Source: an optimization exercise on an open RTL-to-GDS flow (aim: small area). Production flows keep margins and buffers that such runs may drop.
At most, simulation tests tie the RTL to the original design; equivalence was not proved.
Only the layout flow was run in runs 3 and 4; the RTL was not checked for function there.
No activity file was given, so power comes from the tool's default toggle rates.

==> flow/design.v <==
module signal(
	input clk,							 
	input rst,
	input [9:0] input_signal,		 
	input en_dec,						 
	input en_inc,						 
	output reg SPWM_1,				 
	output reg SPWM_2				 
);
reg [9:0] conteo;
localparam [9:0] limite = 1023 / 5;
always @(posedge clk) begin
	if(rst)begin
		conteo <= 0;
	end else if(input_signal < 1)begin
		conteo <= conteo + limite;
	end
end
always @(posedge clk)begin
	if(rst)begin
		SPWM_1 <= 1'b0;
		SPWM_2 <= 1'b0;
	end else if(en_inc == 1'b1 && en_dec == 1'b0)begin
		SPWM_2 <= 1'b0;
		if(input_signal <= conteo && input_signal < 1023)begin
			SPWM_1 <= 1'b1;
		end else begin
			SPWM_1 <= 1'b0;
		end
	end else if(en_inc == 1'b0 && en_dec == 1'b1)begin
		SPWM_1 <= 1'b0;
		if(input_signal >= conteo)begin
			SPWM_2 <= 1'b1;
		end else begin
			SPWM_2 <= 1'b0;
		end
	end
end
endmodule
module mem2(
	input clk,									 
	input rst,
	input  [14:0] selector2,				 
	output reg[9:0] output_data_2 		 
);
reg [9:0] mem2 [0:15359];
initial begin
	$readmemh("mem2.hex", mem2);
end
always @(posedge clk) begin
	if (rst)
		output_data_2 <= 10'd0;
	else if (selector2 < 15'd15360)
		output_data_2 <= mem2[selector2[13:0]];
	else
		output_data_2 <= 10'd0;
end
endmodule
module Incrementador(
	input clk,
	input rst,
	input en,
	output reg[14:0] i
);
reg[10:0] contador;
always @(posedge clk) begin
	if(rst)begin
		contador <= 0;
		i <= 0;
	end else if(en == 1'b1 || i < 15359)begin
		contador <= contador + 1'b1;
			if(contador > 1)begin
				i <= i + 1'b1;
				contador <= 0;
			end
	end else begin
		contador <= 0;
		i <= 0;	
	end
end
endmodule
module Decrementador(
	input clk,
	input rst,
	input en,
	output reg[14:0] salida
);
reg[13:0]i;
reg[10:0] contador;
always @(posedge clk) begin
	if(rst)begin
		contador <= 0;
		i <= 0;
		salida <= 0;
	end else if(en == 1'b1 || i < 15359)begin
		contador <= contador + 1'b1;
			if(contador > 1)begin
				i <= i + 1'b1;
				salida <= 15'd15358 - {1'b0, i};
				contador <= 0;
			end
	end else begin
		contador <= 0;
		i <= 0;	
	end
end
endmodule
module contador1(
	input clk,						 
	input rst,
	input [14:0] cnt_inc,		 
	input [14:0] cnt_dec,		 
	output reg en_inc,			 
	output reg en_dec,			 
	output reg[14:0] salida,		 
	output reg[13:0]cont_in_inc,	 
	output reg[13:0]cont_in_dec	 
);
reg[10:0] contador;
reg e_inc, e_dec;
reg[13:0] c_inc, c_dec;
always @(posedge clk) begin
	if(rst)begin
		en_inc <= 1'b1;
		en_dec <= 1'b0;
		salida <= 0;
		cont_in_inc <= 0;
		cont_in_dec <= 0;
		contador <= 0;
	end else begin
	e_inc = en_inc;
	e_dec = en_dec;
	c_inc = cont_in_inc;
	c_dec = cont_in_dec;
	if(cnt_inc == 15358 && (e_inc == 1'b1 && e_dec == 1'b0))begin
	contador <= contador + 1'b1;
		if(contador == 1)begin
			c_inc = c_inc + 1'b1;
			c_dec = 0;
			contador <= 0;
			if(c_inc == 5)begin
				e_dec = 1'b1;
				e_inc = ~e_dec;
				c_inc = 0;
			end
		end
	end else begin
		if(e_inc == 1'b0 && e_dec == 1'b1)begin
			salida <= cnt_dec;
		end else begin
			salida <= cnt_inc;
		end
	end
	if(cnt_dec == 0 && (e_inc == 1'b0 && e_dec == 1'b1))begin
	contador <= contador + 1'b1;
		if(contador == 1)begin
			c_dec = c_dec + 1'b1;
			c_inc = 0;
			contador <= 0;
			if(c_dec == 5)begin	 
				e_inc = 1'b1;
				e_dec = ~e_inc;
				c_dec = 0;
			end
		end	
	end else begin
		if(e_inc == 1'b1 && e_dec == 1'b0)begin
			salida <= cnt_inc;
		end else begin
			salida <= cnt_dec;
		end
	end
	en_inc <= e_inc;
	en_dec <= e_dec;
	cont_in_inc <= c_inc;
	cont_in_dec <= c_dec;
	end
end
endmodule
module TopLevel(
	input clk,
	input rst,
	output [9:0] output_data,
	output SPWM_1,
	output SPWM_2
);
wire [9:0] input_signal_top;
wire en1;
wire en2;
wire[14:0] salida_inc;
wire[14:0] salida_dec;
wire[14:0] salida_contador_ic_dec;
wire[13:0] conteo_incrementos;
wire[13:0] conteo_decrementos;
signal inst_signal(
	.clk(clk),
	.rst(rst),
	.input_signal(input_signal_top),
	.en_dec(en2),
	.en_inc(en1),
	.SPWM_1(SPWM_1),
	.SPWM_2(SPWM_2)
);
mem2 inst_mem2(
	.clk(clk),
	.rst(rst),
	.output_data_2(input_signal_top),
	.selector2({1'b0, salida_contador_ic_dec[13:0]})
);
Incrementador inst_inc(
	.clk(clk),
	.rst(rst),
	.en(en1),
	.i(salida_inc)
);
Decrementador inst_dec(
	.clk(clk),
	.rst(rst),
	.en(en2),
	.salida(salida_dec)
);
contador1 inst_contador1(
	.clk(clk),
	.rst(rst),
	.salida(salida_contador_ic_dec),
	.en_inc(en1),
	.en_dec(en2),
	.cnt_inc({1'b0, salida_inc[13:0]}),
	.cnt_dec({1'b0, salida_dec[13:0]}),
	.cont_in_inc(conteo_incrementos),
	.cont_in_dec(conteo_decrementos)
);
assign output_data = input_signal_top;
endmodule
==> flow/run.sh <==
#!/bin/bash
# synth_recipe.tcl (not shown) runs the flow's synth.tcl, then flattens the netlist and writes it again
# the make line also repeats each setting of config.mk as NAME=value (left out here)
make -C /OpenROAD-flow-scripts/flow DESIGN_CONFIG=/design/flow/config.mk WORK_HOME=/design/flow/orfs CLKGATE_MAP_FILE= SYNTH_SCRIPT=/design/flow/synth_recipe.tcl finish
==> flow/config.mk <==
export PLATFORM = sky130hd
export DESIGN_NAME = TopLevel
export DESIGN_NICKNAME = TopLevel
export VERILOG_FILES = /design/flow/design.v
export SDC_FILE = /design/flow/constraint.sdc
export NUM_CORES = 4
export LEC_CHECK = 0
export CAP_MARGIN = 20
export CORE_MARGIN = 2
export CORE_UTILIZATION = 20
export PLACE_DENSITY = 0.35
export SLEW_MARGIN = 20
export SYNTH_MEMORY_MAX_BITS = 262144
==> flow/constraint.sdc <==
create_clock -name core_clock -period 10.0 [get_ports {clk}]
set_input_delay 2.0000 -clock core_clock [delete_from_list [all_inputs] [get_ports {clk}]]
set_output_delay 2.0000 -clock core_clock [all_outputs]
set_load 0.01 [all_outputs]
Not shown: flow/mem2.hex
==> flow_summary.ini, run 1 <==
[routing]
wl_met2_um = 68700
drt_drc_violations_left = 0
routed_length_per_instance_um = 39.2
number_of_iterations_in_the_first_detailed_routing_pass = 10
via_count = 30800

[synth]
synthesized_area_fraction_occupied_by_ao_oa_aoi_and_oai_cells_pct = 47.0
ys_seq_area_share_pct = 13.4
syn-mean-instance-area_um2 = 6.36
synth_mux_area_share_pct = 1.66
synth_edf_count = 0
synth_area_leaders = dfxtp_1 13%, a21oi_1 8.7%, o21ai_0 8.6%

[sta]
worst_slew_pin_slew_ns = 1.34
timing.final.ws_setup_ns = 4.47
grt_setup_unrepaired = no
finalCriticalPeriod_ns = 5.53

[setup_path]
crit_path_max_fanout = 114
worst_setup_path_startpoint = inst_contador1.salida[4]
crit_path_end_kind = flip-flop
worst_path_most_repeated_cell = nand2_1

[place]
numPlacedInstances = 4473

[grt]
grt_pass1_wl_um = 242000
grt_start_max_net_pins = 121

[finish]
share_of_cell_area_taken_by_multi_input_logic_gates_pct = 70.8
non_clock_buffer_count = 172
num-clock-buffers = 18
area_share_clock_buf_inv_pct = 2.53
diodes = 14
final_cell_mix = 361 x a21oi_1, 354 x o21ai_0, 353 x nor2_1

[power_and_ir_drop]
combinationalPower_uw = 256
p_leak_uw = 0.00736

[clock_tree]
tritoncts_num_sinks = 140
clk_transition_reported_paths_ns = 0.10

[run]
maximum_capacitance_violations = 0

[outcome]
outcome = finished clean

[worst_hold_path]
min_path_type = flip-flop to flip-flop

[die]
fp.coreArea_um2 = 104000
==> inputs of run 2 (changes only) <==
==> flow/design.v (replaced) <==
module signal(
	input clk,
	input rst,
	input [9:0] input_signal,
	input en_inc,						 
	output reg SPWM_1,
	output reg SPWM_2
);
reg [9:0] conteo;
localparam [9:0] limite = 1023 / 5;
always @(posedge clk) begin
	if (rst) begin
		conteo <= 0;
	end else if (input_signal == 10'd0) begin
		conteo <= conteo + limite;
	end
end
always @(posedge clk) begin
	if (rst) begin
		SPWM_1 <= 1'b0;
		SPWM_2 <= 1'b0;
	end else if (en_inc) begin
		SPWM_2 <= 1'b0;
		SPWM_1 <= input_signal <= conteo && input_signal != 10'd1023;
	end else begin
		SPWM_1 <= 1'b0;
		SPWM_2 <= input_signal >= conteo;
	end
end
endmodule
module mem2(
	input  [9:0] k,
	output reg [8:0] g
);
wire [8:0] h = k[9] ? ~k[8:0] : k[8:0];
always @* begin
	case (h)
		9'd0: g = 9'd306;
		9'd1: g = 9'd127;
		9'd2: g = 9'd97;
		9'd3: g = 9'd82;
		9'd4: g = 9'd72;
		9'd5: g = 9'd65;
		9'd6: g = 9'd61;
		9'd7: g = 9'd56;
		9'd8: g = 9'd52;
		9'd9: g = 9'd50;
		9'd10: g = 9'd48;
		9'd11: g = 9'd45;
		9'd12: g = 9'd43;
		9'd13: g = 9'd42;
		9'd14: g = 9'd41;
		9'd15: g = 9'd39;
		9'd16: g = 9'd38;
		9'd17: g = 9'd36;
		9'd18: g = 9'd36;
		9'd19: g = 9'd35;
		9'd20: g = 9'd34;
		9'd21: g = 9'd34;
		9'd22: g = 9'd32;
		9'd23: g = 9'd32;
		9'd24: g = 9'd31;
		9'd25: g = 9'd31;
		9'd26: g = 9'd30;
		9'd27: g = 9'd30;
		9'd28: g = 9'd29;
		9'd29: g = 9'd28;
		9'd30: g = 9'd28;
		9'd31: g = 9'd28;
		9'd32: g = 9'd27;
		9'd33: g = 9'd27;
		9'd34: g = 9'd26;
		9'd35: g = 9'd27;
		9'd36: g = 9'd25;
		9'd37: g = 9'd26;
		9'd38: g = 9'd25;
		9'd39: g = 9'd25;
		9'd40: g = 9'd24;
		9'd41: g = 9'd24;
		9'd42: g = 9'd24;
		9'd43: g = 9'd24;
		9'd44: g = 9'd23;
		9'd45: g = 9'd24;
		9'd46: g = 9'd22;
		9'd47: g = 9'd23;
		9'd48: g = 9'd23;
		9'd49: g = 9'd22;
		9'd50: g = 9'd22;
		9'd51: g = 9'd22;
		9'd52: g = 9'd21;
		9'd53: g = 9'd22;
		9'd54: g = 9'd21;
		9'd55: g = 9'd21;
		9'd56: g = 9'd21;
		9'd57: g = 9'd21;
		9'd58: g = 9'd21;
		9'd59: g = 9'd20;
		9'd60: g = 9'd20;
		9'd61: g = 9'd20;
		9'd62: g = 9'd20;
		9'd63: g = 9'd20;
		9'd64: g = 9'd20;
		9'd65: g = 9'd19;
		9'd66: g = 9'd20;
		9'd67: g = 9'd19;
		9'd68: g = 9'd19;
		9'd69: g = 9'd19;
		9'd70: g = 9'd19;
		9'd71: g = 9'd18;
		9'd72: g = 9'd19;
		9'd73: g = 9'd19;
		9'd74: g = 9'd18;
		9'd75: g = 9'd18;
		9'd76: g = 9'd18;
		9'd77: g = 9'd18;
		9'd78: g = 9'd18;
		9'd79: g = 9'd18;
		9'd80: g = 9'd18;
		9'd81: g = 9'd18;
		9'd82: g = 9'd17;
		9'd83: g = 9'd18;
		9'd84: g = 9'd17;
		9'd85: g = 9'd17;
		9'd86: g = 9'd17;
		9'd87: g = 9'd17;
		9'd88: g = 9'd17;
		9'd89: g = 9'd17;
		9'd90: g = 9'd17;
		9'd91: g = 9'd17;
		9'd92: g = 9'd17;
		9'd93: g = 9'd16;
		9'd94: g = 9'd17;
		9'd95: g = 9'd16;
		9'd96: g = 9'd16;
		9'd97: g = 9'd17;
		9'd98: g = 9'd16;
		9'd99: g = 9'd16;
		9'd100: g = 9'd16;
		9'd101: g = 9'd16;
		9'd102: g = 9'd16;
		9'd103: g = 9'd16;
		9'd104: g = 9'd16;
		9'd105: g = 9'd15;
		9'd106: g = 9'd16;
		9'd107: g = 9'd15;
		9'd108: g = 9'd16;
		9'd109: g = 9'd15;
		9'd110: g = 9'd16;
		9'd111: g = 9'd15;
		9'd112: g = 9'd15;
		9'd113: g = 9'd16;
		9'd114: g = 9'd15;
		9'd115: g = 9'd15;
		9'd116: g = 9'd15;
		9'd117: g = 9'd15;
		9'd118: g = 9'd15;
		9'd119: g = 9'd15;
		9'd120: g = 9'd14;
		9'd121: g = 9'd15;
		9'd122: g = 9'd15;
		9'd123: g = 9'd15;
		9'd124: g = 9'd14;
		9'd125: g = 9'd15;
		9'd126: g = 9'd14;
		9'd127: g = 9'd15;
		9'd128: g = 9'd14;
		9'd129: g = 9'd15;
		9'd130: g = 9'd14;
		9'd131: g = 9'd14;
		9'd132: g = 9'd14;
		9'd133: g = 9'd15;
		9'd134: g = 9'd14;
		9'd135: g = 9'd14;
		9'd136: g = 9'd14;
		9'd137: g = 9'd14;
		9'd138: g = 9'd14;
		9'd139: g = 9'd14;
		9'd140: g = 9'd14;
		9'd141: g = 9'd13;
		9'd142: g = 9'd14;
		9'd143: g = 9'd14;
		9'd144: g = 9'd14;
		9'd145: g = 9'd13;
		9'd146: g = 9'd14;
		9'd147: g = 9'd14;
		9'd148: g = 9'd13;
		9'd149: g = 9'd14;
		9'd150: g = 9'd13;
		9'd151: g = 9'd14;
		9'd152: g = 9'd13;
		9'd153: g = 9'd13;
		9'd154: g = 9'd14;
		9'd155: g = 9'd13;
		9'd156: g = 9'd13;
		9'd157: g = 9'd14;
		9'd158: g = 9'd13;
		9'd159: g = 9'd13;
		9'd160: g = 9'd13;
		9'd161: g = 9'd13;
		9'd162: g = 9'd13;
		9'd163: g = 9'd13;
		9'd164: g = 9'd13;
		9'd165: g = 9'd13;
		9'd166: g = 9'd13;
		9'd167: g = 9'd13;
		9'd168: g = 9'd13;
		9'd169: g = 9'd13;
		9'd170: g = 9'd13;
		9'd171: g = 9'd12;
		9'd172: g = 9'd13;
		9'd173: g = 9'd13;
		9'd174: g = 9'd13;
		9'd175: g = 9'd12;
		9'd176: g = 9'd13;
		9'd177: g = 9'd12;
		9'd178: g = 9'd13;
		9'd179: g = 9'd13;
		9'd180: g = 9'd12;
		9'd181: g = 9'd13;
		9'd182: g = 9'd12;
		9'd183: g = 9'd13;
		9'd184: g = 9'd12;
		9'd185: g = 9'd12;
		9'd186: g = 9'd13;
		9'd187: g = 9'd12;
		9'd188: g = 9'd12;
		9'd189: g = 9'd13;
		9'd190: g = 9'd12;
		9'd191: g = 9'd12;
		9'd192: g = 9'd12;
		9'd193: g = 9'd13;
		9'd194: g = 9'd12;
		9'd195: g = 9'd12;
		9'd196: g = 9'd12;
		9'd197: g = 9'd12;
		9'd198: g = 9'd12;
		9'd199: g = 9'd12;
		9'd200: g = 9'd12;
		9'd201: g = 9'd12;
		9'd202: g = 9'd12;
		9'd203: g = 9'd12;
		9'd204: g = 9'd12;
		9'd205: g = 9'd12;
		9'd206: g = 9'd12;
		9'd207: g = 9'd12;
		9'd208: g = 9'd12;
		9'd209: g = 9'd12;
		9'd210: g = 9'd11;
		9'd211: g = 9'd12;
		9'd212: g = 9'd12;
		9'd213: g = 9'd12;
		9'd214: g = 9'd12;
		9'd215: g = 9'd11;
		9'd216: g = 9'd12;
		9'd217: g = 9'd12;
		9'd218: g = 9'd11;
		9'd219: g = 9'd12;
		9'd220: g = 9'd11;
		9'd221: g = 9'd12;
		9'd222: g = 9'd12;
		9'd223: g = 9'd11;
		9'd224: g = 9'd12;
		9'd225: g = 9'd11;
		9'd226: g = 9'd12;
		9'd227: g = 9'd11;
		9'd228: g = 9'd12;
		9'd229: g = 9'd11;
		9'd230: g = 9'd12;
		9'd231: g = 9'd11;
		9'd232: g = 9'd11;
		9'd233: g = 9'd12;
		9'd234: g = 9'd11;
		9'd235: g = 9'd12;
		9'd236: g = 9'd11;
		9'd237: g = 9'd11;
		9'd238: g = 9'd11;
		9'd239: g = 9'd12;
		9'd240: g = 9'd11;
		9'd241: g = 9'd11;
		9'd242: g = 9'd11;
		9'd243: g = 9'd12;
		9'd244: g = 9'd11;
		9'd245: g = 9'd11;
		9'd246: g = 9'd11;
		9'd247: g = 9'd11;
		9'd248: g = 9'd12;
		9'd249: g = 9'd11;
		9'd250: g = 9'd11;
		9'd251: g = 9'd11;
		9'd252: g = 9'd11;
		9'd253: g = 9'd11;
		9'd254: g = 9'd11;
		9'd255: g = 9'd11;
		9'd256: g = 9'd11;
		9'd257: g = 9'd11;
		9'd258: g = 9'd11;
		9'd259: g = 9'd11;
		9'd260: g = 9'd11;
		9'd261: g = 9'd11;
		9'd262: g = 9'd11;
		9'd263: g = 9'd11;
		9'd264: g = 9'd11;
		9'd265: g = 9'd11;
		9'd266: g = 9'd11;
		9'd267: g = 9'd10;
		9'd268: g = 9'd11;
		9'd269: g = 9'd11;
		9'd270: g = 9'd11;
		9'd271: g = 9'd11;
		9'd272: g = 9'd11;
		9'd273: g = 9'd10;
		9'd274: g = 9'd11;
		9'd275: g = 9'd11;
		9'd276: g = 9'd11;
		9'd277: g = 9'd10;
		9'd278: g = 9'd11;
		9'd279: g = 9'd11;
		9'd280: g = 9'd11;
		9'd281: g = 9'd10;
		9'd282: g = 9'd11;
		9'd283: g = 9'd11;
		9'd284: g = 9'd10;
		9'd285: g = 9'd11;
		9'd286: g = 9'd11;
		9'd287: g = 9'd10;
		9'd288: g = 9'd11;
		9'd289: g = 9'd10;
		9'd290: g = 9'd11;
		9'd291: g = 9'd11;
		9'd292: g = 9'd10;
		9'd293: g = 9'd11;
		9'd294: g = 9'd10;
		9'd295: g = 9'd11;
		9'd296: g = 9'd10;
		9'd297: g = 9'd11;
		9'd298: g = 9'd10;
		9'd299: g = 9'd11;
		9'd300: g = 9'd10;
		9'd301: g = 9'd11;
		9'd302: g = 9'd10;
		9'd303: g = 9'd11;
		9'd304: g = 9'd10;
		9'd305: g = 9'd11;
		9'd306: g = 9'd10;
		9'd307: g = 9'd10;
		9'd308: g = 9'd11;
		9'd309: g = 9'd10;
		9'd310: g = 9'd11;
		9'd311: g = 9'd10;
		9'd312: g = 9'd10;
		9'd313: g = 9'd11;
		9'd314: g = 9'd10;
		9'd315: g = 9'd10;
		9'd316: g = 9'd11;
		9'd317: g = 9'd10;
		9'd318: g = 9'd10;
		9'd319: g = 9'd11;
		9'd320: g = 9'd10;
		9'd321: g = 9'd10;
		9'd322: g = 9'd11;
		9'd323: g = 9'd10;
		9'd324: g = 9'd10;
		9'd325: g = 9'd10;
		9'd326: g = 9'd11;
		9'd327: g = 9'd10;
		9'd328: g = 9'd10;
		9'd329: g = 9'd10;
		9'd330: g = 9'd10;
		9'd331: g = 9'd11;
		9'd332: g = 9'd10;
		9'd333: g = 9'd10;
		9'd334: g = 9'd10;
		9'd335: g = 9'd10;
		9'd336: g = 9'd11;
		9'd337: g = 9'd10;
		9'd338: g = 9'd10;
		9'd339: g = 9'd10;
		9'd340: g = 9'd10;
		9'd341: g = 9'd10;
		9'd342: g = 9'd10;
		9'd343: g = 9'd10;
		9'd344: g = 9'd11;
		9'd345: g = 9'd10;
		9'd346: g = 9'd10;
		9'd347: g = 9'd10;
		9'd348: g = 9'd10;
		9'd349: g = 9'd10;
		9'd350: g = 9'd10;
		9'd351: g = 9'd10;
		9'd352: g = 9'd10;
		9'd353: g = 9'd10;
		9'd354: g = 9'd10;
		9'd355: g = 9'd10;
		9'd356: g = 9'd10;
		9'd357: g = 9'd10;
		9'd358: g = 9'd10;
		9'd359: g = 9'd10;
		9'd360: g = 9'd10;
		9'd361: g = 9'd10;
		9'd362: g = 9'd10;
		9'd363: g = 9'd10;
		9'd364: g = 9'd10;
		9'd365: g = 9'd10;
		9'd366: g = 9'd10;
		9'd367: g = 9'd10;
		9'd368: g = 9'd10;
		9'd369: g = 9'd10;
		9'd370: g = 9'd10;
		9'd371: g = 9'd10;
		9'd372: g = 9'd10;
		9'd373: g = 9'd10;
		9'd374: g = 9'd10;
		9'd375: g = 9'd10;
		9'd376: g = 9'd9;
		9'd377: g = 9'd10;
		9'd378: g = 9'd10;
		9'd379: g = 9'd10;
		9'd380: g = 9'd10;
		9'd381: g = 9'd10;
		9'd382: g = 9'd10;
		9'd383: g = 9'd10;
		9'd384: g = 9'd9;
		9'd385: g = 9'd10;
		9'd386: g = 9'd10;
		9'd387: g = 9'd10;
		9'd388: g = 9'd10;
		9'd389: g = 9'd10;
		9'd390: g = 9'd10;
		9'd391: g = 9'd9;
		9'd392: g = 9'd10;
		9'd393: g = 9'd10;
		9'd394: g = 9'd10;
		9'd395: g = 9'd10;
		9'd396: g = 9'd9;
		9'd397: g = 9'd10;
		9'd398: g = 9'd10;
		9'd399: g = 9'd10;
		9'd400: g = 9'd10;
		9'd401: g = 9'd9;
		9'd402: g = 9'd10;
		9'd403: g = 9'd10;
		9'd404: g = 9'd10;
		9'd405: g = 9'd9;
		9'd406: g = 9'd10;
		9'd407: g = 9'd10;
		9'd408: g = 9'd10;
		9'd409: g = 9'd9;
		9'd410: g = 9'd10;
		9'd411: g = 9'd10;
		9'd412: g = 9'd10;
		9'd413: g = 9'd9;
		9'd414: g = 9'd10;
		9'd415: g = 9'd10;
		9'd416: g = 9'd10;
		9'd417: g = 9'd9;
		9'd418: g = 9'd10;
		9'd419: g = 9'd10;
		9'd420: g = 9'd9;
		9'd421: g = 9'd10;
		9'd422: g = 9'd10;
		9'd423: g = 9'd9;
		9'd424: g = 9'd10;
		9'd425: g = 9'd10;
		9'd426: g = 9'd10;
		9'd427: g = 9'd9;
		9'd428: g = 9'd10;
		9'd429: g = 9'd10;
		9'd430: g = 9'd9;
		9'd431: g = 9'd10;
		9'd432: g = 9'd10;
		9'd433: g = 9'd9;
		9'd434: g = 9'd10;
		9'd435: g = 9'd10;
		9'd436: g = 9'd9;
		9'd437: g = 9'd10;
		9'd438: g = 9'd10;
		9'd439: g = 9'd9;
		9'd440: g = 9'd10;
		9'd441: g = 9'd9;
		9'd442: g = 9'd10;
		9'd443: g = 9'd10;
		9'd444: g = 9'd9;
		9'd445: g = 9'd10;
		9'd446: g = 9'd10;
		9'd447: g = 9'd9;
		9'd448: g = 9'd10;
		9'd449: g = 9'd10;
		9'd450: g = 9'd9;
		9'd451: g = 9'd10;
		9'd452: g = 9'd9;
		9'd453: g = 9'd10;
		9'd454: g = 9'd10;
		9'd455: g = 9'd9;
		9'd456: g = 9'd10;
		9'd457: g = 9'd9;
		9'd458: g = 9'd10;
		9'd459: g = 9'd10;
		9'd460: g = 9'd9;
		9'd461: g = 9'd10;
		9'd462: g = 9'd9;
		9'd463: g = 9'd10;
		9'd464: g = 9'd10;
		9'd465: g = 9'd9;
		9'd466: g = 9'd10;
		9'd467: g = 9'd9;
		9'd468: g = 9'd10;
		9'd469: g = 9'd9;
		9'd470: g = 9'd10;
		9'd471: g = 9'd10;
		9'd472: g = 9'd9;
		9'd473: g = 9'd10;
		9'd474: g = 9'd9;
		9'd475: g = 9'd10;
		9'd476: g = 9'd10;
		9'd477: g = 9'd9;
		9'd478: g = 9'd10;
		9'd479: g = 9'd9;
		9'd480: g = 9'd10;
		9'd481: g = 9'd9;
		9'd482: g = 9'd10;
		9'd483: g = 9'd9;
		9'd484: g = 9'd10;
		9'd485: g = 9'd10;
		9'd486: g = 9'd9;
		9'd487: g = 9'd10;
		9'd488: g = 9'd9;
		9'd489: g = 9'd10;
		9'd490: g = 9'd9;
		9'd491: g = 9'd10;
		9'd492: g = 9'd10;
		9'd493: g = 9'd9;
		9'd494: g = 9'd10;
		9'd495: g = 9'd9;
		9'd496: g = 9'd10;
		9'd497: g = 9'd9;
		9'd498: g = 9'd10;
		9'd499: g = 9'd9;
		9'd500: g = 9'd10;
		9'd501: g = 9'd10;
		9'd502: g = 9'd9;
		9'd503: g = 9'd10;
		9'd504: g = 9'd9;
		9'd505: g = 9'd10;
		9'd506: g = 9'd9;
		9'd507: g = 9'd10;
		9'd508: g = 9'd9;
		9'd509: g = 9'd10;
		9'd510: g = 9'd9;
		default: g = 9'd10;
	endcase
end
endmodule
module tracker(
	input clk,
	input load0,		 
	input step,			 
	output reg [9:0] v
);
reg [8:0] r;
wire [9:0] v1 = v + 1'b1;
wire [8:0] g;
mem2 tab(.k(v1), .g(g));
always @(posedge clk) begin
	if (load0) begin
		v <= 10'd0;
		r <= 9'd306;
	end else if (step) begin
		if (r == 9'd1) begin
			v <= v1;
			r <= g;
		end else begin
			r <= r - 1'b1;
		end
	end
end
endmodule
module Incrementador(
	input clk,
	input rst,
	input en,
	output at_end,			 
	output [9:0] value		 
);
reg [14:0] i;
reg [1:0] contador;
wire run = en || i < 15'd15359;
wire stp = run && contador[1];
wire [14:0] inext = i + 1'b1;
always @(posedge clk) begin
	if (rst) begin
		contador <= 0;
		i <= 0;
	end else if (run) begin
		if (contador[1]) begin
			i <= inext;
			contador <= 0;
		end else begin
			contador <= contador + 1'b1;
		end
	end else begin
		contador <= 0;
		i <= 0;
	end
end
wire [9:0] v;
tracker trk(.clk(clk), .load0(rst || !run || (stp && inext[13:0] == 14'd0)), .step(stp), .v(v));
assign at_end = i[13:0] == 14'd15358;
assign value = (&i[13:10]) ? 10'd0 : v;
endmodule
module Decrementador(
	input clk,
	input rst,
	input en,
	output at_zero,			 
	output [9:0] value		 
);
reg [13:0] i;
reg [1:0] contador;
reg dz, dzh;
wire run = en || i < 14'd15359;
wire stp = run && contador[1];
wire [13:0] inext = i + 1'b1;
always @(posedge clk) begin
	if (rst) begin
		contador <= 0;
		i <= 0;
		dz <= 1'b1;
		dzh <= 1'b0;
	end else if (run) begin
		if (contador[1]) begin
			i <= inext;
			contador <= 0;
			dz <= 1'b0;
		end else begin
			contador <= contador + 1'b1;
		end
	end else begin
		contador <= 0;
		i <= 0;
		dz <= 1'b1;
		dzh <= i != 14'd15359;
	end
end
wire [9:0] v;
tracker trk(.clk(clk), .load0(rst || !run || (stp && inext == 14'd0)), .step(stp), .v(v));
assign at_zero = dz ? !dzh : (i == 14'd15359);
assign value = (dz || &i[13:10]) ? 10'd0 : ~v;
endmodule
module contador1(
	input clk,
	input rst,
	input inc_end,				 
	input dec_zero,				 
	input [9:0] v_inc,			 
	input [9:0] v_dec,			 
	output reg en_inc,			 
	output reg [9:0] salida		 
);
reg contador;
reg [2:0] cont_in_inc;
reg [2:0] cont_in_dec;
reg e_inc;
reg [2:0] c_inc, c_dec;
always @(posedge clk) begin
	if (rst) begin
		en_inc <= 1'b1;
		salida <= 0;
		cont_in_inc <= 0;
		cont_in_dec <= 0;
		contador <= 0;
	end else begin
		e_inc = en_inc;
		c_inc = cont_in_inc;
		c_dec = cont_in_dec;
		if (inc_end && e_inc) begin
			contador <= ~contador;
			if (contador) begin
				c_inc = c_inc + 1'b1;
				c_dec = 0;
				if (c_inc == 3'd5) begin
					e_inc = 1'b0;
					c_inc = 0;
				end
			end
		end else begin
			salida <= en_inc ? v_inc : v_dec;
		end
		if (dec_zero && !e_inc) begin
			contador <= ~contador;
			if (contador) begin
				c_dec = c_dec + 1'b1;
				c_inc = 0;
				if (c_dec == 3'd5) begin
					e_inc = 1'b1;
					c_dec = 0;
				end
			end
		end else begin
			salida <= e_inc ? v_inc : v_dec;
		end
		en_inc <= e_inc;
		cont_in_inc <= c_inc;
		cont_in_dec <= c_dec;
	end
end
endmodule
module TopLevel(
	input clk,
	input rst,
	output reg [9:0] output_data,
	output SPWM_1,
	output SPWM_2
);
wire en_inc;
wire inc_end, dec_zero;
wire [9:0] v_inc, v_dec, salida;
Incrementador inst_inc(
	.clk(clk),
	.rst(rst),
	.en(en_inc),
	.at_end(inc_end),
	.value(v_inc)
);
Decrementador inst_dec(
	.clk(clk),
	.rst(rst),
	.en(!en_inc),
	.at_zero(dec_zero),
	.value(v_dec)
);
contador1 inst_contador1(
	.clk(clk),
	.rst(rst),
	.inc_end(inc_end),
	.dec_zero(dec_zero),
	.v_inc(v_inc),
	.v_dec(v_dec),
	.en_inc(en_inc),
	.salida(salida)
);
always @(posedge clk) begin
	if (rst)
		output_data <= 10'd0;
	else
		output_data <= salida;
end
signal inst_signal(
	.clk(clk),
	.rst(rst),
	.input_signal(output_data),
	.en_inc(en_inc),
	.SPWM_1(SPWM_1),
	.SPWM_2(SPWM_2)
);
endmodule
removed: flow/mem2.hex
==> flow_summary.ini, run 2 <==
[outcome]
outcome = finished clean

[routing]
drt_drc_violations_left = 0
met1Wirelength_um = 17000
wl_met2_um = 15700
route.detailed.vias_per_inst = 5.20
antenna_left = 0
detailedRoute.firstIterationViolations = 877
maxUsedRoutingLayer = met4
routed_length_per_instance_um = 17.4
met3WireLength_um = 1580
number_of_iterations_in_the_first_detailed_routing_pass = 7
routed_wirelength_um = 35300
via_count = 10500

[clock_tree]
ctsRootBufferMaster = clkbuf_16
tritoncts_num_sinks = 111
clk_transition_reported_paths_ns = 0.08
tritoncts_clock_tree = built
post_cts.resized_instances = 0
cts-htree-levels = 3
cts_hold_repair.buffers = 0
cts_made_buffers = 9
postCtsSetupBuffers = 0
insertion_delay_ns = 0.36
max-clock-path-buffers = 2

[finish]
layout.area.seq_um2 = 2220
layout-area-overhead-vs-synth_pct = 10.0
biggest_registers_after_layout = inst_inc.i (15), inst_dec.i (14)
diodes = 0
final_cell_mix = 161 x nor2_1, 135 x nand2_1, 111 x dfxtp_1
top_register = inst_inc.i
largest_register_ff_count = 15
multi_input_comb_area_um2 = 7310
nNetsFinal = 1398
final_cell_area_um2 = 11100
mostFrequentLayoutCell = nor2_1
nFillCells = 5635
drive_gt1_share_pct = 5.60

[die]
i_o_pin_count = 14
start_util_pct = 20.2
die-area_um2 = 52300
fp.coreArea_um2 = 50000
die-height_um = 229
die_width_um = 229
rows = 82

[synth]
largest_family_of_logic_cells_by_synthesized_area = compound AO/OA/AOI/OAI gates
synthesis.instances = 1419
synth.top_cells.by_count = 161 x nor2_1, 135 x nand2_1, 111 x dfxtp_1, 108 x a21oi_1, 101 x o21ai_0
synth.cell_area_um2 = 10100
synth_edf_count = 0
yosys_warning_count = 7
synth_area_leaders = dfxtp_1 22%, nor2_1 6.0%, ha_1 5.5%
synthDominantAreaCellType = dfxtp_1
synth-seq-cells = 111
post_synthesis_simple_gate_area_fraction_pct = 27.2
yosys.cell_types.count = 89
post_synth_fa_ha_maj_area_fraction_pct = 5.45
synth_mux_area_share_pct = 1.35
synth_top_flop_cell = dfxtp_1
syn-mean-instance-area_um2 = 7.12
async_flop_share_pct = 0
synth.top_cell.area_share_pct = 22.0
ys_seq_area_share_pct = 22.0
area_share_of_xor_xnor_cells_in_the_synthesized_design_pct = 8.76
synthesized_area_fraction_occupied_by_ao_oa_aoi_and_oai_cells_pct = 28.9
synthMostInstantiatedCell = nor2_1

[setup_path]
cp_num_cells = 16
reg2reg_from = inst_dec.trk.v[3]
worst_setup_path_startpoint = inst_dec.trk.v[3]
path_class = flip-flop to flip-flop
crit_path_leading_delay_family = compound AO/OA/AOI/OAI gates
cp_data_arrival_time_ns = 5.43
critPathBufInv = 1
reg2reg_to = inst_dec.trk.r[0]
rrSetupSlack_ns = 4.85
ff_to_ff_path_depth = 16
crit_path_end_kind = flip-flop
crit_path_max_fanout = 20
timing.critical_path.slowest_cell_delay_ns = 0.76
path_cells = nand4_1 > nor3_2 > xnor2_1 > xor2_1 > inv_1 > ha_1 > nor3_1 > a31oi_1 > a21boi_0 > o21ai_0 > o22ai_1 > a2111oi_0 > a31oi_1 > nand4_1 > a32oi_1 > o31ai_1
timing.critical_path.to = inst_dec.trk.r[0]
slowest_stage = dfxtp_1
critical_path.startpoint_type = flip-flop
timing.critical_path.required_ns = 10.27

[sta]
max_slew_vio_count = 0
finalCriticalPeriod_ns = 5.15
finalHoldViolations = 0
slew_headroom_pct = 24.8
fin_worst_skew_ns = 0.0106
timing.final.ws_setup_ns = 4.85
fmax_ghz = 0.194
fin_tns_setup_ns = 0
fin_crit_sh_pct = 51.5
finalSetupViolations = 0
grt_setup_unrepaired = no
worst_slew_pin_slew_ns = 1.11

[grt]
grt_use_total_pct = 13.2
grt_overflow_total = 0
first_global_vias = 9870
grt_pass1_wl_um = 57000
grt_antenna_before_repair = 0
grt_start_max_net_pins = 40

[worst_hold_path]
min_path_type = flip-flop to flip-flop

[place]
place_area_um2 = 10800
dp_hpwl_um = 25000
place.gp.congestion = 0.852
pre_cts_slack_ns = 4.95
port_buffers = 13

[power_and_ir_drop]
p_leak_uw = 0.00375
power.total_uw = 876
max-vdd-ir-drop_mv = 0.0689
powerDensity_nw_per_um2 = 78.9

[run]
maximum_capacitance_violations = 0
[run 2: cell count changes in the layout (fill, tap and decap cells not counted), sizes merged, moves of 28 or more]
cell    previous run  this run
buf              160        22
a21oi            367       108
o22ai             66        14
dfxtp            140       111
a211oi            81        22
a221oi            53        18
a31oi             59        31
nand2            335       136
o21ai            368       113
nor2             361       163
nor3              75        45
o211ai            74        25
o221ai            45         5
[run 2: area by class of cell]
type,count,area share (%)
tap,672,7.57
timing repair buffer,35,2.66
inverter,39,1.32
sequential,111,20.0
clock buffer,11,2.19
multi-input combinational,1156,65.8
clock inverter,5,0.417
[run 2: per-layer routing]
metal / vias to the layer above / track usage [%]
met5: - / 0
met4: 0 / 5.15
met3: 57 / 1.16
met2: 331 / 21.0
met1: 5041 / 18.5
li1: 5112 / -
[run 2: logic make-up (layout without fill, tap and decap cells)]
kind of cell               count (synthesis)  count (layout)
muxes                                     11              11
AOI/OAI and AO/OA                        445             445
xor gates and xnor gates                  95              95
and+or+nand+nor                          561             561
adders and majority gates                 44              44
DFF                                      111             111
buffers and inverters                    152              90
[run 2: how the worst min path moves through the flow]
stage | slack [ns] | from | end | cells after the start
2_1_floorplan | 0.39 | inst_dec.contador[0] | inst_dec.contador[0] | 1
3_3_place_gp | 0.40 | inst_dec.contador[0] | inst_dec.contador[0] | 1
3_5_place_dp | 0.40 | inst_inc.contador[0] | inst_inc.contador[0] | 1
4_1_cts | 0.41 | inst_inc.contador[0] | inst_inc.contador[0] | 1
5_1_grt | 0.44 | inst_inc.contador[0] | inst_inc.contador[0] | 1
6_report | 0.41 | inst_inc.contador[0] | inst_inc.contador[0] | 1
[run 2: power breakdown]
part           internal (uW)  switching (uW)
logic                   21.1            31.2
clock network            182             182
registers                450            10.2
[run 2: per-stage QoR]
step | utilization, % | hold WS [ns] | std cells
after floorplan | - | 0.389 | 1419
after global placement | 21.6 | 0.398 | 2013
after detailed placement | 21.7 | 0.402 | 2013
after CTS | 22.2 | 0.413 | 2029
after global routing | 22.2 | 0.438 | 2029
final | 22.2 | 0.411 | 2029
==> inputs of run 3 (changes only) <==
--- a/flow/design.v
+++ b/flow/design.v
@@ -7,12 +7,37 @@
 	output reg SPWM_2
 );
 reg [9:0] conteo;
-localparam [9:0] limite = 1023 / 5;
+wire [9:0] sum;
+wire [9:2] cy;
+assign sum[1:0] = conteo[1:0];
+assign sum[2] = ~conteo[2];
+assign cy[3]  = conteo[2];
+assign sum[3] = ~(conteo[3] ^ cy[3]);
+assign cy[4]  = conteo[3] | cy[3];
+assign sum[4] = conteo[4] ^ cy[4];
+assign cy[5]  = conteo[4] & cy[4];
+assign sum[5] = conteo[5] ^ cy[5];
+assign cy[6]  = conteo[5] & cy[5];
+assign sum[6] = ~(conteo[6] ^ cy[6]);
+assign cy[7]  = conteo[6] | cy[6];
+assign sum[7] = ~(conteo[7] ^ cy[7]);
+assign cy[8]  = conteo[7] | cy[7];
+assign sum[8] = conteo[8] ^ cy[8];
+assign cy[9]  = conteo[8] & cy[8];
+assign sum[9] = conteo[9] ^ cy[9];
+wire [10:0] lt, eq;
+assign lt[10] = 1'b0;
+assign eq[10] = 1'b1;
+genvar j;
+generate for (j = 9; j >= 0; j = j - 1) begin : cmp
+	assign lt[j] = lt[j+1] | (eq[j+1] & ~input_signal[j] & conteo[j]);
+	assign eq[j] = eq[j+1] & ~(input_signal[j] ^ conteo[j]);
+end endgenerate
 always @(posedge clk) begin
 	if (rst) begin
 		conteo <= 0;
-	end else if (input_signal == 10'd0) begin
-		conteo <= conteo + limite;
+	end else if (~|input_signal) begin
+		conteo <= sum;
 	end
 end
 always @(posedge clk) begin
@@ -21,10 +46,10 @@
 		SPWM_2 <= 1'b0;
 	end else if (en_inc) begin
 		SPWM_2 <= 1'b0;
-		SPWM_1 <= input_signal <= conteo && input_signal != 10'd1023;
+		SPWM_1 <= (lt[0] | eq[0]) & ~&input_signal;
 	end else begin
 		SPWM_1 <= 1'b0;
-		SPWM_2 <= input_signal >= conteo;
+		SPWM_2 <= ~lt[0];
 	end
 end
 endmodule
@@ -554,23 +579,27 @@
 	input clk,
 	input load0,		 
 	input step,			 
+	input grant,		 
+	input [8:0] g,
+	output need,
 	output reg [9:0] v
 );
 reg [8:0] r;
-wire [9:0] v1 = v + 1'b1;
-wire [8:0] g;
-mem2 tab(.k(v1), .g(g));
+wire [9:0] vc = {vc[8:0] & v[8:0], 1'b1};
+wire [8:0] rb = {rb[7:0] & ~r[7:0], 1'b1};
+assign need = ~|r;
+wire last = r[0] & ~|r[8:1];
 always @(posedge clk) begin
 	if (load0) begin
 		v <= 10'd0;
-		r <= 9'd306;
-	end else if (step) begin
-		if (r == 9'd1) begin
-			v <= v1;
+		r <= 9'd0;
+	end else if (need) begin
+		if (grant)
 			r <= g;
-		end else begin
-			r <= r - 1'b1;
-		end
+	end else if (step) begin
+		if (last)
+			v <= v ^ vc;
+		r <= r ^ rb;
 	end
 end
 endmodule
@@ -579,47 +608,52 @@
 	input rst,
 	input en,
 	output at_end,			 
-	output [9:0] value		 
+	output region,			 
+	output load0,			 
+	output step				 
 );
 reg [14:0] i;
 reg [1:0] contador;
-wire run = en || i < 15'd15359;
-wire stp = run && contador[1];
-wire [14:0] inext = i + 1'b1;
+wire below = ~i[14] & (~i[13] | ~i[12] | ~i[11] | (~i[10] & ~&i[9:0]));
+wire run = en | below;
+wire [14:0] ic = {ic[13:0] & i[13:0], 1'b1};
 always @(posedge clk) begin
 	if (rst) begin
 		contador <= 0;
 		i <= 0;
 	end else if (run) begin
 		if (contador[1]) begin
-			i <= inext;
+			i <= i ^ ic;
 			contador <= 0;
 		end else begin
-			contador <= contador + 1'b1;
+			contador <= {contador[0], ~contador[0]};
 		end
 	end else begin
 		contador <= 0;
 		i <= 0;
 	end
 end
-wire [9:0] v;
-tracker trk(.clk(clk), .load0(rst || !run || (stp && inext[13:0] == 14'd0)), .step(stp), .v(v));
+assign step = run & contador[1];
+assign load0 = rst | ~run | (step & &i[13:0]);
 assign at_end = i[13:0] == 14'd15358;
-assign value = (&i[13:10]) ? 10'd0 : v;
+assign region = &i[13:10];
 endmodule
 module Decrementador(
 	input clk,
 	input rst,
 	input en,
 	output at_zero,			 
-	output [9:0] value		 
+	output zero_value,		 
+	output load0,			 
+	output step				 
 );
 reg [13:0] i;
 reg [1:0] contador;
 reg dz, dzh;
-wire run = en || i < 14'd15359;
-wire stp = run && contador[1];
-wire [13:0] inext = i + 1'b1;
+wire below = ~i[13] | ~i[12] | ~i[11] | (~i[10] & ~&i[9:0]);
+wire run = en | below;
+wire [13:0] ic = {ic[12:0] & i[12:0], 1'b1};
+wire at15359 = i == 14'd15359;
 always @(posedge clk) begin
 	if (rst) begin
 		contador <= 0;
@@ -628,23 +662,23 @@
 		dzh <= 1'b0;
 	end else if (run) begin
 		if (contador[1]) begin
-			i <= inext;
+			i <= i ^ ic;
 			contador <= 0;
 			dz <= 1'b0;
 		end else begin
-			contador <= contador + 1'b1;
+			contador <= {contador[0], ~contador[0]};
 		end
 	end else begin
 		contador <= 0;
 		i <= 0;
 		dz <= 1'b1;
-		dzh <= i != 14'd15359;
+		dzh <= ~at15359;
 	end
 end
-wire [9:0] v;
-tracker trk(.clk(clk), .load0(rst || !run || (stp && inext == 14'd0)), .step(stp), .v(v));
-assign at_zero = dz ? !dzh : (i == 14'd15359);
-assign value = (dz || &i[13:10]) ? 10'd0 : ~v;
+assign step = run & contador[1];
+assign load0 = rst | ~run | (step & &i);
+assign at_zero = dz ? ~dzh : at15359;
+assign zero_value = dz | &i[13:10];
 endmodule
 module contador1(
 	input clk,
@@ -657,29 +691,25 @@
 	output reg [9:0] salida		 
 );
 reg contador;
-reg [2:0] cont_in_inc;
-reg [2:0] cont_in_dec;
+reg [2:0] cont;
 reg e_inc;
-reg [2:0] c_inc, c_dec;
+reg [2:0] c;
 always @(posedge clk) begin
 	if (rst) begin
 		en_inc <= 1'b1;
 		salida <= 0;
-		cont_in_inc <= 0;
-		cont_in_dec <= 0;
+		cont <= 0;
 		contador <= 0;
 	end else begin
 		e_inc = en_inc;
-		c_inc = cont_in_inc;
-		c_dec = cont_in_dec;
+		c = cont;
 		if (inc_end && e_inc) begin
 			contador <= ~contador;
 			if (contador) begin
-				c_inc = c_inc + 1'b1;
-				c_dec = 0;
-				if (c_inc == 3'd5) begin
+				c = {c[2] ^ (c[1] & c[0]), c[1] ^ c[0], ~c[0]};
+				if (c == 3'd5) begin
 					e_inc = 1'b0;
-					c_inc = 0;
+					c = 0;
 				end
 			end
 		end else begin
@@ -688,19 +718,17 @@
 		if (dec_zero && !e_inc) begin
 			contador <= ~contador;
 			if (contador) begin
-				c_dec = c_dec + 1'b1;
-				c_inc = 0;
-				if (c_dec == 3'd5) begin
+				c = {c[2] ^ (c[1] & c[0]), c[1] ^ c[0], ~c[0]};
+				if (c == 3'd5) begin
 					e_inc = 1'b1;
-					c_dec = 0;
+					c = 0;
 				end
 			end
 		end else begin
 			salida <= e_inc ? v_inc : v_dec;
 		end
 		en_inc <= e_inc;
-		cont_in_inc <= c_inc;
-		cont_in_dec <= c_dec;
+		cont <= c;
 	end
 end
 endmodule
@@ -712,29 +740,39 @@
 	output SPWM_2
 );
 wire en_inc;
-wire inc_end, dec_zero;
-wire [9:0] v_inc, v_dec, salida;
+wire inc_end, inc_region, inc_load0, inc_step;
+wire dec_zero, dec_zval, dec_load0, dec_step;
+wire [9:0] vi, vd, salida;
+wire need_i, need_d;
+wire [8:0] g;
 Incrementador inst_inc(
 	.clk(clk),
 	.rst(rst),
 	.en(en_inc),
 	.at_end(inc_end),
-	.value(v_inc)
+	.region(inc_region),
+	.load0(inc_load0),
+	.step(inc_step)
 );
 Decrementador inst_dec(
 	.clk(clk),
 	.rst(rst),
 	.en(!en_inc),
 	.at_zero(dec_zero),
-	.value(v_dec)
+	.zero_value(dec_zval),
+	.load0(dec_load0),
+	.step(dec_step)
 );
+mem2 inst_mem2(.k(need_i ? vi : vd), .g(g));
+tracker trk_inc(.clk(clk), .load0(inc_load0), .step(inc_step), .grant(1'b1), .g(g), .need(need_i), .v(vi));
+tracker trk_dec(.clk(clk), .load0(dec_load0), .step(dec_step), .grant(!need_i), .g(g), .need(need_d), .v(vd));
 contador1 inst_contador1(
 	.clk(clk),
 	.rst(rst),
 	.inc_end(inc_end),
 	.dec_zero(dec_zero),
-	.v_inc(v_inc),
-	.v_dec(v_dec),
+	.v_inc(inc_region ? 10'd0 : vi),
+	.v_dec(dec_zval ? 10'd0 : ~vd),
 	.en_inc(en_inc),
 	.salida(salida)
 );
==> flow/flow/run.sh (new file) <==
#!/bin/bash
# Own layout flow: the standard layout (standard.sh, ORFS make), with one
# change to synthesis: the final ABC mapping uses an area-oriented script
# (flow/area.abc) and no buffering/upsizing, and the ORFS adder
# extraction (extract_fa) and Kogge-Stone lookahead map are not used.
# Everything else (Yosys front end, -nofsm -noshare, flattening, renaming,
# floorplan, PDN, placement, CTS, routing) is the standard flow.
set -euo pipefail
W=$(pwd)
# synthesis script: ORFS synth.tcl with only its abc call replaced
sed "s#log_cmd abc {\*}\$abc_args#abc -script $W/flow/area.abc {*}\$lib_args {*}\$lib_dont_use_args#" \
  "$FLOW_HOME/scripts/synth.tcl" > "$W/own_synth_body.tcl"
grep -q "flow/area.abc" "$W/own_synth_body.tcl"
sed "s#source \$::env(SCRIPTS_DIR)/synth.tcl#source $W/own_synth_body.tcl#" \
  "$W/synth_recipe.tcl" > "$W/own_synth.tcl"
grep -q "own_synth_body.tcl" "$W/own_synth.tcl"
bash "$W/standard.sh" SYNTH_SCRIPT="$W/own_synth.tcl" ADDER_MAP_FILE= SYNTH_OPERATIONS_ARGS=-nordff finish \
  > "$W/flow_make.log" 2>&1
test -f "$W/out/final.def"
==> flow/flow/area.abc (new file) <==
strash
&get -n
&fraig -x
&put
scorr
dc2
strash
&get -n
&dch -f
&nf -a
&put
==> flow/standard.sh (new file) <==
#!/bin/bash
# synth_recipe.tcl (not shown) runs the flow's synth.tcl, then flattens the netlist and writes it again
# the make line also repeats each setting of config.mk as NAME=value (left out here)
make -C /OpenROAD-flow-scripts/flow DESIGN_CONFIG=/design/flow/config.mk WORK_HOME=/design/flow/orfs CLKGATE_MAP_FILE= SYNTH_SCRIPT=/design/flow/synth_recipe.tcl "${@:-finish}"
--- a/flow/config.mk
+++ b/flow/config.mk
@@ -5,6 +5,7 @@
 export SDC_FILE = /design/flow/constraint.sdc
 export NUM_CORES = 4
 export LEC_CHECK = 0
+export ABC_AREA = 1
 export CAP_MARGIN = 20
 export CORE_MARGIN = 2
 export CORE_UTILIZATION = 20
removed: flow/run.sh
==> flow_summary.ini, run 3 <==
[sta]
max_slew_vio_count = 0
fmax_ghz = 0.199
fin_worst_skew_ns = 0.0107
finalCriticalPeriod_ns = 5.04
fin_tns_setup_ns = 0
grt_setup_unrepaired = no
finalHoldViolations = 0
slew_headroom_pct = 32.8
fin_crit_sh_pct = 50.4
worst_slew_pin_slew_ns = 1.00
finalSetupViolations = 0
timing.final.ws_setup_ns = 4.96

[clock_tree]
tritoncts_clock_tree = built
cts_made_buffers = 9
tritoncts_num_sinks = 108
clk_transition_reported_paths_ns = 0.08
insertion_delay_ns = 0.36
ctsRootBufferMaster = clkbuf_16
post_cts.resized_instances = 0
max-clock-path-buffers = 2
cts_hold_repair.buffers = 0
postCtsSetupBuffers = 0
cts-htree-levels = 3

[power_and_ir_drop]
max-vdd-ir-drop_mv = 0.0847
cell_internal_power_dissipation_uw = 765
power.clock.fraction_pct = 33.8
power_switching_share_pct = 32.7
comb_power_share_pct = 22.9
netSwitchingPower_uw = 372
pwr-share-seq_pct = 43.3
p_leak_uw = 0.00230
powerDensity_nw_per_um2 = 171

[synth]
syn-mean-instance-area_um2 = 7.86
async_flop_share_pct = 0
synthesis.instances = 715
synthMostInstantiatedCell = dfxtp_1
synth.top_cell.area_share_pct = 38.5
synth.top_cells.by_count = 108 x dfxtp_1, 95 x nor2_1, 81 x nor3_1, 59 x a21oi_1, 51 x o21ai_0
synthDominantAreaCellType = dfxtp_1
yosys_warning_count = 7
synth_top_flop_cell = dfxtp_1
synth-seq-cells = 108
yosys.cell_types.count = 54
synth_area_leaders = dfxtp_1 38%, nor3_1 7.2%, nor2_1 6.3%
synth_edf_count = 0
synth.cell_area_um2 = 5620
ys_seq_area_share_pct = 38.5

[finish]
layout.area.seq_um2 = 2160
mostFrequentLayoutCell = dfxtp_1
final_cell_area_um2 = 6650
nNetsFinal = 753
layout-area-overhead-vs-synth_pct = 18.3
largest_register_ff_count = 15
top_register = inst_inc.i
drive_gt1_share_pct = 4.10
nFillCells = 3072
final_cell_mix = 108 x dfxtp_1, 95 x nor2_1, 81 x nor3_1
diodes = 0
multi_input_comb_area_um2 = 3430
biggest_registers_after_layout = inst_inc.i (15), inst_dec.i (14)

[setup_path]
slowest_stage = xor2_1
critical_path.startpoint_type = flip-flop
ff_to_ff_path_depth = 14
reg2reg_from = trk_inc.r[0]
crit_path_max_fanout = 17
path_cells = or4_1 > nor4_2 > buf_4 > mux2i_2 > buf_4 > xor2_1 > nand2_1 > nor2_1 > o221ai_1 > a21o_1 > o21ai_0 > and2_0 > o21ai_0 > a311oi_1
timing.critical_path.slowest_cell_delay_ns = 0.80
cp_data_arrival_time_ns = 5.30
worst_setup_path_startpoint = trk_inc.r[0]
reg2reg_to = trk_dec.r[0]
path_class = flip-flop to flip-flop
rrSetupSlack_ns = 4.96
timing.critical_path.required_ns = 10.27
crit_path_end_kind = flip-flop

[die]
rows = 61
die-height_um = 172
die_width_um = 172
fp.coreArea_um2 = 27700
die-area_um2 = 29500
start_util_pct = 20.3
i_o_pin_count = 14

[worst_hold_path]
min_path_type = flip-flop to flip-flop
min_delay_path_depth = 1
worst_hold_path.endpoint = inst_inc.contador[0]
holdCritStartpoint = inst_inc.contador[0]

[grt]
grt_antenna_before_repair = 0
grt_pass1_wl_um = 26900
first_global_vias = 4887
grt_use_total_pct = 11.4
grt_overflow_total = 0
grt_start_max_net_pins = 40

[routing]
number_of_iterations_in_the_first_detailed_routing_pass = 6
detailedRoute.firstIterationViolations = 581
antenna_left = 0
via_count = 5322
routed_length_per_instance_um = 14.4
routed_wirelength_um = 16300
route.detailed.vias_per_inst = 4.69
drt_drc_violations_left = 0

[place]
place_area_um2 = 6330
place.gp.congestion = 0.841
port_buffers = 13
dp_hpwl_um = 11700
pre_cts_slack_ns = 5.02

[outcome]
outcome = finished clean

[run]
maximum_capacitance_violations = 0
-- run 3: power by group through the flow --
| stage | Combinational, uW | Sequential, uW | Clock, uW |
|---|---|---|---|
| 2_1_floorplan | 201 | 494 | 0 |
| 3_3_place_gp | 268 | 503 | 0 |
| 3_5_place_dp | 262 | 502 | 0 |
| 4_1_cts | 264 | 492 | 401 |
| 5_1_grt | 296 | 498 | 419 |
| 6_report | 260 | 493 | 384 |
-- run 3: final cells by class --
type | instances | area share (%)
multi-input cells | 594 | 51.6
repair buffers | 25 | 3.31
well taps | 378 | 7.11
flip-flops and latches | 108 | 32.5
inverters | 13 | 0.734
clock inverters | 7 | 1.36
clock buffers | 9 | 3.39
-- run 3: worst max path at each step --
stage / endpoint / depth (start not counted) / slack, ns
6_report: trk_dec.r[0] / 14 / 4.96
4_1_cts: trk_dec.r[0] / 14 / 5.00
5_1_grt: trk_dec.r[0] / 13 / 4.52
3_3_place_gp: trk_dec.r[0] / 14 / 5.06
2_1_floorplan: trk_dec.r[0] / 12 / 3.23
3_5_place_dp: trk_dec.r[0] / 14 / 5.02
-- run 3: through the flow --
stage / utilization, % / instances / total power [uW] / hold slack, ns
after floorplan: - / 715 / 694 / 0.389
after global placement: 22.9 / 1118 / 771 / 0.398
after detailed placement: 22.9 / 1118 / 765 / 0.403
after CTS: 24.0 / 1134 / 1160 / 0.415
after global routing: 24.0 / 1134 / 1210 / 0.432
final: 24.0 / 1134 / 1140 / 0.415
-- run 3: cells by family after synthesis --
| logic type | after synthesis | share of synthesized area (%) |
|---|---|---|
| multiplexers | 11 | 1.96 |
| flip-flops | 108 | 38.5 |
| buffers and inverters | 13 | 0.868 |
| AO/OA/AOI/OAI | 194 | 21.6 |
| XOR/XNOR | 40 | 6.23 |
| AND/OR/NAND/NOR | 349 | 30.8 |
-- run 3: worst max-delay path, delay by kind of cell (launching register included) --
family,cells,cell delay (ns)
xor+xnor,1,0.80
mux,1,0.23
simple gates,5,1.91
buf+inv,2,0.66
compound gates,5,0.96
flops,1,0.35
-- run 3: layer usage --
layer  wire [um]  vias up  global-route usage [%]
met3         613       22                    2.00
met5           0        -                       0
met1        8240     2435                    16.0
met2        7190      119                    17.7
li1            -     2746                       -
met4         295        0                    3.61
==> inputs of run 4 (changes only) <==
--- a/flow/flow/run.sh
+++ b/flow/flow/run.sh
@@ -14,6 +14,6 @@
 sed "s#source \$::env(SCRIPTS_DIR)/synth.tcl#source $W/own_synth_body.tcl#" \
   "$W/synth_recipe.tcl" > "$W/own_synth.tcl"
 grep -q "own_synth_body.tcl" "$W/own_synth.tcl"
-bash "$W/standard.sh" SYNTH_SCRIPT="$W/own_synth.tcl" ADDER_MAP_FILE= SYNTH_OPERATIONS_ARGS=-nordff finish \
+bash "$W/standard.sh" SYNTH_SCRIPT="$W/own_synth.tcl" ADDER_MAP_FILE= SYNTH_OPERATIONS_ARGS=-nordff BUFFER_PORTS_ARGS="-buffer_cell sky130_fd_sc_hd__buf_1" finish \
   > "$W/flow_make.log" 2>&1
 test -f "$W/out/final.def"
--- a/flow/config.mk
+++ b/flow/config.mk
@@ -9,6 +9,7 @@
 export CAP_MARGIN = 20
 export CORE_MARGIN = 2
 export CORE_UTILIZATION = 20
+export CTS_BUF_LIST = sky130_fd_sc_hd__clkbuf_8
 export PLACE_DENSITY = 0.35
 export SLEW_MARGIN = 20
 export SYNTH_MEMORY_MAX_BITS = 262144
==> flow_summary.ini, run 4 <==
[outcome]
outcome = finished clean

[synth]
synth.cell_area_um2 = 5620
async_flop_share_pct = 0
synthesis.instances = 715
syn-mean-instance-area_um2 = 7.86
synth-seq-cells = 108
synth_edf_count = 0
yosys_warning_count = 7
synth_area_leaders = dfxtp_1 38%, nor3_1 7.2%, nor2_1 6.3%
synthDominantAreaCellType = dfxtp_1
synth_top_flop_cell = dfxtp_1
yosys.cell_types.count = 54
synth.top_cell.area_share_pct = 38.5
synth.top_cells.by_count = 108 x dfxtp_1, 95 x nor2_1, 81 x nor3_1, 59 x a21oi_1, 51 x o21ai_0
synthMostInstantiatedCell = dfxtp_1
ys_seq_area_share_pct = 38.5

[sta]
fmax_ghz = 0.198
max_slew_vio_count = 0
fin_crit_sh_pct = 50.5
worst_slew_pin_slew_ns = 1.04
finalSetupViolations = 0
fin_tns_setup_ns = 0
fin_worst_skew_ns = 0.0189
finalHoldViolations = 0
slew_headroom_pct = 30.2
finalCriticalPeriod_ns = 5.05
grt_setup_unrepaired = no

[setup_path]
path_class = flip-flop to flip-flop
timing.critical_path.required_ns = 10.26
crit_path_max_fanout = 17
crit_path_end_kind = flip-flop
cp_data_arrival_time_ns = 5.31
critical_path.startpoint_type = flip-flop

[grt]
grt_start_max_net_pins = 40
grt_pass1_wl_um = 26400
first_global_vias = 5015
grt_antenna_before_repair = 0
grt_use_total_pct = 11.2
grt_overflow_total = 0

[place]
port_buffers = 13
dp_hpwl_um = 11500
place.gp.congestion = 0.885

[finish]
biggest_registers_after_layout = inst_inc.i (15), inst_dec.i (14)
diodes = 0
final_cell_mix = 108 x dfxtp_1, 95 x nor2_1, 81 x nor3_1
largest_register_ff_count = 15
drive_gt1_share_pct = 3.98
nFillCells = 3067
top_register = inst_inc.i
nNetsFinal = 751
layout-area-overhead-vs-synth_pct = 14.5
mostFrequentLayoutCell = dfxtp_1
fin_util_pct = 23.2

[routing]
number_of_iterations_in_the_first_detailed_routing_pass = 5
detailedRoute.firstIterationViolations = 479
drt_drc_violations_left = 0
routed_length_per_instance_um = 14.1
antenna_left = 0
via_count = 5356
routed_wirelength_um = 16000
route.detailed.vias_per_inst = 4.73

[die]
i_o_pin_count = 14
start_util_pct = 20.3
die-area_um2 = 29500
die-height_um = 172
rows = 61
fp.coreArea_um2 = 27700
die_width_um = 172

[clock_tree]
cts_made_buffers = 9
cts-htree-levels = 3
max-clock-path-buffers = 2
postCtsSetupBuffers = 0
insertion_delay_ns = 0.40
tritoncts_num_sinks = 108
ctsRootBufferMaster = clkbuf_8
post_cts.resized_instances = 0
clk_transition_reported_paths_ns = 0.11
cts_hold_repair.buffers = 0
tritoncts_clock_tree = built

[power_and_ir_drop]
powerDensity_nw_per_um2 = 160
power.clock.fraction_pct = 26.6
power_switching_share_pct = 35.6
max-vdd-ir-drop_mv = 0.0639
cell_internal_power_dissipation_uw = 662
comb_power_share_pct = 25.4
p_leak_uw = 0.00221
pwr-share-seq_pct = 47.9
netSwitchingPower_uw = 366

[run]
maximum_capacitance_violations = 0

[worst_hold_path]
min_path_type = flip-flop to flip-flop
run 4: final timing paths:
check                            start                    to  slack (ns)  cells past startpoint
hold reg to reg   inst_dec.contador[0]  inst_dec.contador[0]        0.41                      1
hold / removal    inst_dec.contador[0]  inst_dec.contador[0]        0.41                      1
setup / recovery          trk_inc.r[1]          trk_inc.r[0]        4.95                     13
setup reg to reg          trk_inc.r[1]          trk_inc.r[0]        4.95                     13
run 4: cell type report:
cell class                 instances  area, um2  share of cell area (%)
clock buffer                       9        124                    1.92
clock inverter                     7       76.3                    1.19
inverter                          13       48.8                   0.758
multi-input combinational        594       3430                    53.3
sequential                       108       2160                    33.6
tap                              378        473                    7.35
timing repair buffer              23        125                    1.94
run 4: layer usage:
| layer | track usage (%) | up-vias | part of all wire (%) |
|---|---|---|---|
| li1 | - | 2744 | - |
| met1 | 14.8 | 2413 | 49 |
| met2 | 18.0 | 157 | 44 |
| met3 | 2.28 | 42 | 4.3 |
| met4 | 3.72 | 0 | 2.7 |
| met5 | 0 | - | 0 |
run 4: worst max-delay path, stage by stage, from the launching register on:
cell,delay [ns]
dfxtp_1,0.37
or4_1,0.55
nor4_2,0.49
buf_4,0.35
mux2i_2,0.24
buf_4,0.30
xor2_1,0.85
o21ai_0,0.43
o211ai_1,0.29
a31oi_1,0.21
o31ai_1,0.31
o211ai_1,0.15
nor3_1,0.26
a211oi_1,0.08
run 4: logic make-up (layout without fill, tap and decap cells):
group / count (synthesis) / count (layout) / synth area share [%]
simple gates: 349 / 349 / 30.8
buf+inv: 13 / 52 / 0.868
mux: 11 / 11 / 1.96
xor+xnor: 40 / 40 / 6.23
flops: 108 / 108 / 38.5
compound gates: 194 / 194 / 21.6
run 4: through the flow:
step | setup slack [ns] | instance area (um2) | std cells | hold slack (ns) | power [uW]
3_3_place_gp | 5.13 | 6240 | 1116 | 0.400 | 773
2_1_floorplan | 3.23 | 5620 | 715 | 0.389 | 694
3_5_place_dp | 5.09 | 6240 | 1116 | 0.401 | 764
5_1_grt | 4.56 | 6440 | 1132 | 0.429 | 1100
6_report | 4.95 | 6440 | 1132 | 0.413 | 1030
4_1_cts | 5.04 | 6440 | 1132 | 0.419 | 1050
run 4: power groups by stage:
stage,Clock (uW),Combinational (uW),Sequential (uW)
after floorplan,0,201,494
after global placement,0,270,503
after detailed placement,0,262,502
after CTS,292,263,492
after global routing,306,298,499
final,274,261,493

## afterwards: timing with drivers on the ports
The results above use ideal ports. As a check the final layouts listed here were re-extracted and re-timed, cells and wires unchanged. Step 1 assumes that a clkbuf_16 drives the clock port and a buf_2 every other input. Step 2 adds t to the input delays and takes it off the output delays; t is the mean of the earliest and latest rising clock arrival at the registers after step 1. Input paths then give back, and output paths get back, about the clock's delay inside the block. a / b / c = no drivers / after step 1 / after step 2; a / b = the first two.
run	shift t [ns]	slack for setup (ns)	clock arrival spread, ns	worst register clock-pin slew, ns	worst data-port slew with drivers (ns)
run 1	0.505	4.469 / 4.469 / 4.469	0.034 / 0.034	0.10 / 0.10	0.03
run 2	0.400	4.847 / 4.847 / 4.847	0.011 / 0.010	0.08 / 0.08	0.03
run 3	0.398	4.965 / 4.965 / 4.965	0.011 / 0.011	0.08 / 0.08	0.03
run 4	0.428	4.949 / 4.949 / 4.949	0.019 / 0.019	0.13 / 0.13	0.03
After both steps setup and hold are still met in every run listed.
